From an optimization exercise on the open Yosys and OpenROAD flow, aimed at small area and a short achievable clock period; shortcuts taken in it are not production practice.
RTL that was checked went through simulation tests only; none was proved equivalent to the original.
Power and IR drop assume default switching activity.

==> cedar <==
==> flow/design.v (excerpt) <==
module ArithmeticLogicUnitSystem(
    RF_OutASel, RF_OutBSel, RF_FunSel, RF_RegSel, RF_ScrSel,
    ALU_FunSel, ALU_WF,
    ARF_OutCSel, ARF_OutDSel, ARF_FunSel, ARF_RegSel,
    IR_LH, IR_Write,
    MemOut,
    MuxASel, MuxBSel, MuxCSel, Clock,
    OutA, OutB, ALUOut, Flags_out, OutC, Address, IROut, MuxCOut);
==> flow/config.mk <==
export PLATFORM = sky130hd
export DESIGN_NAME = ArithmeticLogicUnitSystem
export DESIGN_NICKNAME = ArithmeticLogicUnitSystem
export VERILOG_FILES = /design/flow/design.v
export SDC_FILE = /design/flow/constraint.sdc
export NUM_CORES = 4
export LEC_CHECK = 0
export CAP_MARGIN = 20
export CORE_MARGIN = 2
export CORE_UTILIZATION = 40
export CTS_BUF_LIST = sky130_fd_sc_hd__clkbuf_4 sky130_fd_sc_hd__clkbuf_8
export CTS_CLUSTER_DIAMETER = 25
export SETUP_SLACK_MARGIN = 3.0
export SLEW_MARGIN = 20
export SYNTH_HIERARCHICAL = 1
==> flow/constraint.sdc <==
create_clock -name core_clock -period 9.0 [get_ports {Clock}]
set_input_delay 1.8000 -clock core_clock [delete_from_list [all_inputs] [get_ports {Clock}]]
set_output_delay 1.8000 -clock core_clock [all_outputs]
set_load 0.01 [all_outputs]
standard.sh (not shown) runs the stock make flow with config.mk's settings and CLKGATE_MAP_FILE= SYNTH_SCRIPT=/design/flow/synth_recipe.tcl, a recipe that flattens the netlist after the stock synthesis.
==> flow/flow/run.sh <==
#!/bin/bash
# Standard ORFS layout with buf_2 port buffers. Each stage's full tool
# output is in orfs/logs; the make output is kept in flow_make.log.
set -euo pipefail
bash standard.sh "BUFFER_PORTS_ARGS=-buffer_cell sky130_fd_sc_hd__buf_2" finish > flow_make.log 2>&1
==> onyx (differences from cedar) <==
--- a/flow/design.v
+++ b/flow/design.v
@@ -30,62 +30,36 @@
 endmodule
 module RdMux8(oh, d0, d1, d2, d3, d4, d5, d6, d7, out);
     input wire [7:0] oh;
     input wire [15:0] d0, d1, d2, d3, d4, d5, d6, d7;
     output wire [15:0] out;
     assign out = ({16{oh[0]}} & d0) | ({16{oh[1]}} & d1) | ({16{oh[2]}} & d2) | ({16{oh[3]}} & d3) |
                  ({16{oh[4]}} & d4) | ({16{oh[5]}} & d5) | ({16{oh[6]}} & d6) | ({16{oh[7]}} & d7);
 endmodule
-module RegLoadDec(MuxSel, FunSel, slo, shi, s_hl, s_sx, ld_lo, ld_hi, inc, dec);
-    input wire [1:0] MuxSel;
-    input wire [2:0] FunSel;
-    output wire [3:0] slo;    
-    output wire [2:0] shi;    
-    output wire s_hl, s_sx;   
-    output wire ld_lo, ld_hi, inc, dec;
-    wire [3:0] ms = 4'd1 << MuxSel;
-    wire f_clr = (FunSel == 3'b011);
-    wire f_ld  = (FunSel == 3'b010);
-    assign slo = ms & {4{~f_clr}};
-    assign shi = {ms[3], ms[1], ms[0]} & {3{f_ld}};
-    assign s_hl = (FunSel == 3'b110);
-    assign s_sx = (FunSel == 3'b111);
-    assign inc   = (FunSel == 3'b001);
-    assign dec   = (FunSel == 3'b000);
-    assign ld_lo = (FunSel[2] | FunSel[1]) & ~s_hl;                
-    assign ld_hi = (FunSel[2] | FunSel[1]) & (FunSel != 3'b101);   
-endmodule
-module RegLoadMux(ALUOut, OutC, MemOut, IROut, slo, shi, s_hl, s_sx, L);
-    input wire [15:0] ALUOut, OutC, IROut;
-    input wire [7:0] MemOut;
-    input wire [3:0] slo;
-    input wire [2:0] shi;
-    input wire s_hl, s_sx;
-    output wire [15:0] L;
-    wire [7:0] J = ({8{slo[0]}} & ALUOut[7:0]) | ({8{slo[1]}} & OutC[7:0]) |
-                   ({8{slo[2]}} & MemOut)      | ({8{slo[3]}} & IROut[7:0]);
-    assign L[7:0]  = J;
-    assign L[15:8] = ({8{shi[0]}} & ALUOut[15:8]) | ({8{shi[1]}} & OutC[15:8]) |
-                     ({8{shi[2]}} & IROut[15:8]) | ({8{s_hl}} & J) | {8{s_sx & J[7]}};
-endmodule
 module RegLoadCtl(ALUOut, OutC, MemOut, IROut, MuxSel, FunSel, L, ld_lo, ld_hi, inc, dec);
     input wire [15:0] ALUOut, OutC, IROut;
     input wire [7:0] MemOut;
     input wire [1:0] MuxSel;
     input wire [2:0] FunSel;
     output wire [15:0] L;
     output wire ld_lo, ld_hi, inc, dec;
-    wire [3:0] slo;
-    wire [2:0] shi;
-    wire s_hl, s_sx;
-    RegLoadDec d(.MuxSel(MuxSel), .FunSel(FunSel), .slo(slo), .shi(shi), .s_hl(s_hl), .s_sx(s_sx),
-                 .ld_lo(ld_lo), .ld_hi(ld_hi), .inc(inc), .dec(dec));
-    RegLoadMux m(.ALUOut(ALUOut), .OutC(OutC), .MemOut(MemOut), .IROut(IROut),
-                 .slo(slo), .shi(shi), .s_hl(s_hl), .s_sx(s_sx), .L(L));
+    wire [15:0] I = (MuxSel == 2'b00) ? ALUOut :
+                    (MuxSel == 2'b01) ? OutC :
+                    (MuxSel == 2'b10) ? {8'h00, MemOut} : IROut;
+    wire f_clr = (FunSel == 3'b011);
+    wire f_ld  = (FunSel == 3'b010);
+    wire f_hi  = (FunSel == 3'b110);
+    wire f_sx  = (FunSel == 3'b111);
+    assign L[7:0]  = f_clr ? 8'h00 : I[7:0];
+    assign L[15:8] = ({8{f_ld}} & I[15:8]) | ({8{f_hi}} & I[7:0]) | ({8{f_sx & I[7]}});
+    assign inc   = (FunSel == 3'b001);
+    assign dec   = (FunSel == 3'b000);
+    assign ld_lo = (FunSel[2] | FunSel[1]) & ~f_hi;              
+    assign ld_hi = (FunSel[2] | FunSel[1]) & (FunSel != 3'b101);  
 endmodule
 module RegisterFile(L, ld_lo, ld_hi, inc, dec, OutASel, OutBSel, RegSel, ScrSel, Clock, OutA, OutB);
     input wire [15:0] L;
     input wire ld_lo, ld_hi, inc, dec;
     input wire [2:0] OutASel, OutBSel;
     input wire [3:0] RegSel, ScrSel;
     input wire Clock;
     output wire [15:0] OutA, OutB;
@@ -166,77 +140,73 @@
                 end
             end else begin : g_pass
                 assign go[i] = ~gi[i];
                 assign po[i] = ~pi[i];
             end
         end
     endgenerate
 endmodule
-module AluX(A, B, t, s_shl, s_shr, lsb, msb16, msb8, w, X);
+module AluLogic(A, B, t, lg);
     input wire [15:0] A, B;
     input wire [3:0] t;
-    input wire s_shl, s_shr, lsb, msb16, msb8, w;
-    output wire [15:0] X;
+    output wire [15:0] lg;
     wire [15:0] u = (B & {16{t[3]}}) | (~B & {16{t[2]}});    
     wire [15:0] v = (B & {16{t[1]}}) | (~B & {16{t[0]}});    
-    wire [15:0] lg = (A & u) | (~A & v);
+    assign lg = (A & u) | (~A & v);
+endmodule
+module AluPreMix(A, B, lg, sub, s_add, s_shl, s_shr, lsb, msb16, msb8, w, r0, r1);
+    input wire [15:0] A, B, lg;
+    input wire sub, s_add, s_shl, s_shr, lsb, msb16, msb8, w;
+    output wire [15:0] r0, r1;
+    wire [15:0] p = A ^ B ^ {16{sub}};
     wire [15:0] shl = {A[14:0], lsb};
     wire [15:0] shr = {msb16, A[15:9], w ? A[8] : msb8, A[7:1]};
+    wire [15:0] oth = lg | ({16{s_shl}} & shl) | ({16{s_shr}} & shr);
     wire [15:0] m = {{8{w}}, 8'hff};
-    assign X = m & (lg | ({16{s_shl}} & shl) | ({16{s_shr}} & shr));
+    assign r0 = m & (({16{s_add}} &  p) | oth);
+    assign r1 = m & (({16{s_add}} & ~p) | oth);
 endmodule
-module AluDec(FunSel, C, A7, A0, A15, t, s_add, s_shl, s_shr, lsb, msb16, msb8, sub, ncin, k);
+module AluPre(A, B, FunSel, C, r0, r1);
+    input wire [15:0] A, B;
     input wire [4:0] FunSel;
-    input wire C, A7, A0, A15;
-    output reg [3:0] t;
-    output wire s_add, s_shl, s_shr, lsb, msb16, msb8, sub, ncin;
-    output wire [1:0] k;     
+    input wire C;
+    output wire [15:0] r0, r1;
     wire w = FunSel[4];
     wire [3:0] op = FunSel[3:0];
+    wire sub = (op == 4'd6);
+    reg [3:0] t;
     always @(*) begin
         case (op)
             4'd0:  t = 4'b1100;  
             4'd1:  t = 4'b1010;  
             4'd2:  t = 4'b0011;  
             4'd3:  t = 4'b0101;  
             4'd7:  t = 4'b1000;  
             4'd8:  t = 4'b1110;  
             4'd9:  t = 4'b0110;  
             4'd10: t = 4'b0111;  
-            4'd4, 4'd5: t = 4'b0110;  
-            4'd6:  t = 4'b1001;  
             default: t = 4'b0000;
         endcase
     end
-    assign sub   = (op == 4'd6);
-    assign s_add = (op == 4'd4) | (op == 4'd5) | sub;
-    assign s_shl = (op == 4'd11) | (op == 4'd14);
-    assign s_shr = (op == 4'd12) | (op == 4'd13) | (op == 4'd15);
-    assign lsb   = (op == 4'd14) & (w ? C : A7);                  
-    assign msb16 = (op == 4'd13) ? A15 : ((op == 4'd15) & C);     
-    assign msb8  = (op == 4'd13) ? A7  : ((op == 4'd15) & A0);    
-    assign ncin  = ~(sub | ((op == 4'd5) & C));
-    assign k     = {s_add & w, s_add};
-endmodule
-module AluMuxC(c, X, k, sel, out);
-    input wire [15:0] c, X;
-    input wire [1:0] k;
-    input wire sel;
-    output wire [7:0] out;
-    wire [7:0] Xs = sel ? X[15:8] : X[7:0];
-    wire [7:0] cs = sel ? c[15:8] : c[7:0];
-    wire ks = sel ? k[1] : k[0];
-    assign out = Xs ^ (cs & {8{ks}});
-endmodule
-module AluSel(c, X, k, r);
-    input wire [15:0] c, X;
-    input wire [1:0] k;
+    wire [15:0] lg;
+    AluLogic lu(.A(A), .B(B), .t(t), .lg(lg));
+    wire s_add = (op == 4'd4) | (op == 4'd5) | sub;
+    wire s_shl = (op == 4'd11) | (op == 4'd14);
+    wire s_shr = (op == 4'd12) | (op == 4'd13) | (op == 4'd15);
+    wire lsb   = (op == 4'd14) & (w ? C : A[7]);                  
+    wire msb16 = (op == 4'd13) ? A[15] : ((op == 4'd15) & C);     
+    wire msb8  = (op == 4'd13) ? A[7]  : ((op == 4'd15) & A[0]);  
+    AluPreMix mix(.A(A), .B(B), .lg(lg), .sub(sub), .s_add(s_add), .s_shl(s_shl), .s_shr(s_shr),
+                  .lsb(lsb), .msb16(msb16), .msb8(msb8), .w(w), .r0(r0), .r1(r1));
+endmodule
+module AluSel(c, r0, r1, r);
+    input wire [15:0] c, r0, r1;
     output wire [15:0] r;
-    assign r = X ^ (c & {{8{k[1]}}, {8{k[0]}}});
+    assign r = (c & r1) | (~c & r0);
 endmodule
 module AluFlags(A, B, FunSel, c8, c16, r, F, Fn);
     input wire [15:0] A, B, r;
     input wire [4:0] FunSel;
     input wire c8, c16;
     input wire [3:0] F;      
     output wire [3:0] Fn;
     wire w = FunSel[4];
@@ -250,44 +220,39 @@
     wire bm = (w ? B[15] : B[7]) ^ sub;
     wire rm = w ? r[15] : r[7];
     wire Zn = ~|r;
     wire Cn = s_add ? (cout ^ sub) : s_shl ? am : s_shr ? A[0] : F[2];
     wire Nn = (op == 4'd13) ? F[1] : rm;
     wire On = s_add ? ((am == bm) & (rm != am)) : F[0];
     assign Fn = {Zn, Cn, Nn, On};
 endmodule
-module ArithmeticLogicUnit(A, B, FunSel, WF, Clock, MuxCSel, ALUOut, FlagsOut, MuxCOut);
+module ArithmeticLogicUnit(A, B, FunSel, WF, Clock, ALUOut, FlagsOut);
     input wire [15:0] A, B;
     input wire [4:0] FunSel;
-    input wire WF, Clock, MuxCSel;
+    input wire WF, Clock;
     output wire [15:0] ALUOut;
     output reg [3:0] FlagsOut;    
-    output wire [7:0] MuxCOut;
-    wire [3:0] t;
-    wire s_add, s_shl, s_shr, lsb, msb16, msb8, sub, ncin;
-    wire [1:0] k;
-    AluDec dec(.FunSel(FunSel), .C(FlagsOut[2]), .A7(A[7]), .A0(A[0]), .A15(A[15]), .t(t),
-               .s_add(s_add), .s_shl(s_shl), .s_shr(s_shr), .lsb(lsb), .msb16(msb16), .msb8(msb8),
-               .sub(sub), .ncin(ncin), .k(k));
+    wire C = FlagsOut[2];
+    wire [3:0] op = FunSel[3:0];
+    wire sub = (op == 4'd6);
+    wire ncin = ~(sub | ((op == 4'd5) & C));
     wire [15:0] ng, nt;
     AluGT gt(.A(A), .B(B), .sub(sub), .ng(ng), .nt(nt));
     wire [16:0] g0, p0, g1, p1, g2, p2, g3, p3, g4, p4, c, p5;
     assign g0 = {ng, ncin};
     assign p0 = {nt, 1'b1};
     KSLevel #(.D(1),  .INV(1)) l0(.gi(g0), .pi(p0), .go(g1), .po(p1));
     KSLevel #(.D(2),  .INV(0)) l1(.gi(g1), .pi(p1), .go(g2), .po(p2));
     KSLevel #(.D(4),  .INV(1)) l2(.gi(g2), .pi(p2), .go(g3), .po(p3));
     KSLevel #(.D(8),  .INV(0)) l3(.gi(g3), .pi(p3), .go(g4), .po(p4));
     KSLevel #(.D(16), .INV(1)) l4(.gi(g4), .pi(p4), .go(c),  .po(p5));
-    wire [15:0] X;
-    AluX x(.A(A), .B(B), .t(t), .s_shl(s_shl), .s_shr(s_shr), .lsb(lsb),
-           .msb16(msb16), .msb8(msb8), .w(FunSel[4]), .X(X));
-    AluSel sel(.c(c[15:0]), .X(X), .k(k), .r(ALUOut));
-    AluMuxC mc(.c(c[15:0]), .X(X), .k(k), .sel(MuxCSel), .out(MuxCOut));
+    wire [15:0] r0, r1;
+    AluPre pre(.A(A), .B(B), .FunSel(FunSel), .C(C), .r0(r0), .r1(r1));
+    AluSel sel(.c(c[15:0]), .r0(r0), .r1(r1), .r(ALUOut));
     wire [3:0] Fn;
     AluFlags fl(.A(A), .B(B), .FunSel(FunSel), .c8(c[8]), .c16(c[16]), .r(ALUOut), .F(FlagsOut), .Fn(Fn));
     always @(posedge Clock)
         if (WF) FlagsOut <= Fn;
 endmodule
 `timescale 1ns / 1ps
 module ArithmeticLogicUnitSystem(
     RF_OutASel, RF_OutBSel, RF_FunSel, RF_RegSel, RF_ScrSel,
@@ -312,18 +277,19 @@
     output wire [15:0] IROut;
     output wire [15:0] Address;
     input wire [7:0] MemOut;
     input wire [1:0] MuxASel;
     input wire [1:0] MuxBSel;
     input wire MuxCSel;
     output wire [7:0] MuxCOut;
     input wire Clock;
+    assign MuxCOut = MuxCSel ? ALUOut[15:8] : ALUOut[7:0];
     ArithmeticLogicUnit ALU(.A(OutA), .B(OutB), .FunSel(ALU_FunSel), .WF(ALU_WF), .Clock(Clock),
-                            .MuxCSel(MuxCSel), .ALUOut(ALUOut), .FlagsOut(Flags_out), .MuxCOut(MuxCOut));
+                            .ALUOut(ALUOut), .FlagsOut(Flags_out));
     InstructionRegister IR(.I(MemOut), .Write(IR_Write), .LH(IR_LH), .Clock(Clock), .IROut(IROut));
     wire [15:0] LA;
     wire a_lo, a_hi, a_inc, a_dec;
     RegLoadCtl ctlA(.ALUOut(ALUOut), .OutC(OutC), .MemOut(MemOut), .IROut(IROut), .MuxSel(MuxASel),
                     .FunSel(RF_FunSel), .L(LA), .ld_lo(a_lo), .ld_hi(a_hi), .inc(a_inc), .dec(a_dec));
     RegisterFile RF(.L(LA), .ld_lo(a_lo), .ld_hi(a_hi), .inc(a_inc), .dec(a_dec),
                     .OutASel(RF_OutASel), .OutBSel(RF_OutBSel), .RegSel(RF_RegSel), .ScrSel(RF_ScrSel),
                     .Clock(Clock), .OutA(OutA), .OutB(OutB));
CTS_BUF_LIST = default   (was sky130_fd_sc_hd__clkbuf_4 sky130_fd_sc_hd__clkbuf_8)
CTS_CLUSTER_DIAMETER = default   (was 25)
==> quartz (differences from cedar) <==
CTS_BUF_LIST = sky130_fd_sc_hd__clkbuf_8 sky130_fd_sc_hd__clkbuf_16   (was sky130_fd_sc_hd__clkbuf_4 sky130_fd_sc_hd__clkbuf_8)
CTS_CLUSTER_DIAMETER = default   (was 25)
TNS_END_PERCENT = 0   (was default)
==> qor summary <==
Routing usage on met1: onyx 36.4%; quartz 37.4%; cedar 37.6%
Clock Power: onyx 0.866 mW; quartz 0.764 mW; cedar 0.576 mW
Net Sw Frac: onyx 45.1%; quartz 46.1%; cedar 47.2%
Drt wl/cell: onyx 26.1 microns; quartz 25.9 microns; cedar 25.8 microns
Detail Placement HPWL: onyx 44300 microns; quartz 44800 microns; cedar 44800 microns
Total of cells resized after clock tree synthesis: onyx 154; quartz 88; cedar 146
Slowest-stage cell, CP: onyx sky130_fd_sc_hd__mux4_2; quartz sky130_fd_sc_hd__a22oi_2; cedar sky130_fd_sc_hd__xor2_2
Maximum clock skew at final layout: onyx 0.0210 ns; quartz 0.0178 ns; cedar 0.0244 ns
Cell chosen for the clock root: onyx sky130_fd_sc_hd__clkbuf_16; quartz sky130_fd_sc_hd__clkbuf_16; cedar sky130_fd_sc_hd__clkbuf_8
Switching power summed over all nets: onyx 2.72 mW; quartz 2.25 mW; cedar 2.29 mW
Effective utilization at floorplan: onyx 40.6%; quartz 40.4%; cedar 40.4%
Status: onyx no timing/DRC/antenna violations; quartz no timing/DRC/antenna violations; cedar no timing/DRC/antenna violations
Fin area: onyx 20800 sq um; quartz 19300 sq um; cedar 19500 sq um
Placed cell areas: onyx 17900 sq um; quartz 17200 sq um; cedar 17200 sq um
Tap Cells: onyx 539; quartz 532; cedar 532
For onyx, only the layout was checked, not whether the RTL still works.

-- afterwards: timing with drivers on the ports --
The flow's constraints put no driver on any port. The routed layouts listed below were extracted and timed again, unchanged, in two steps.
Step 1: set_driving_cell puts a clkbuf_16 on Clock and a buf_2 on each other input, an assumption about the parent block.
Step 2 adds t to the input delays and takes it off the output delays; t is the mean of the earliest and latest rising clock arrival at the registers after step 1. Input paths then give back, and output paths get back, about the clock's delay inside the block.
a / b / c = no drivers / after step 1 / after step 2; a / b = the first two.
run | shift t [ns] | setup WS [ns] | latest minus earliest clock arrival (ns) | worst register clock-pin slew, ns | cell pins on the clock port's net
cedar | 0.581 | 2.764 / 2.619 / 2.590 | 0.026 / 0.025 | 0.12 / 0.12 | 1
onyx | 0.538 | 2.615 / 2.460 / 2.460 | 0.021 / 0.021 | 0.10 / 0.10 | 1
quartz | 0.528 | 2.698 / 2.601 / 2.599 | 0.018 / 0.018 | 0.09 / 0.09 | 1
After both steps every run listed still meets setup and hold. For cedar, which loses most, drivers alone change the setup slack by -0.145 ns; drivers and shift together by -0.174 ns.
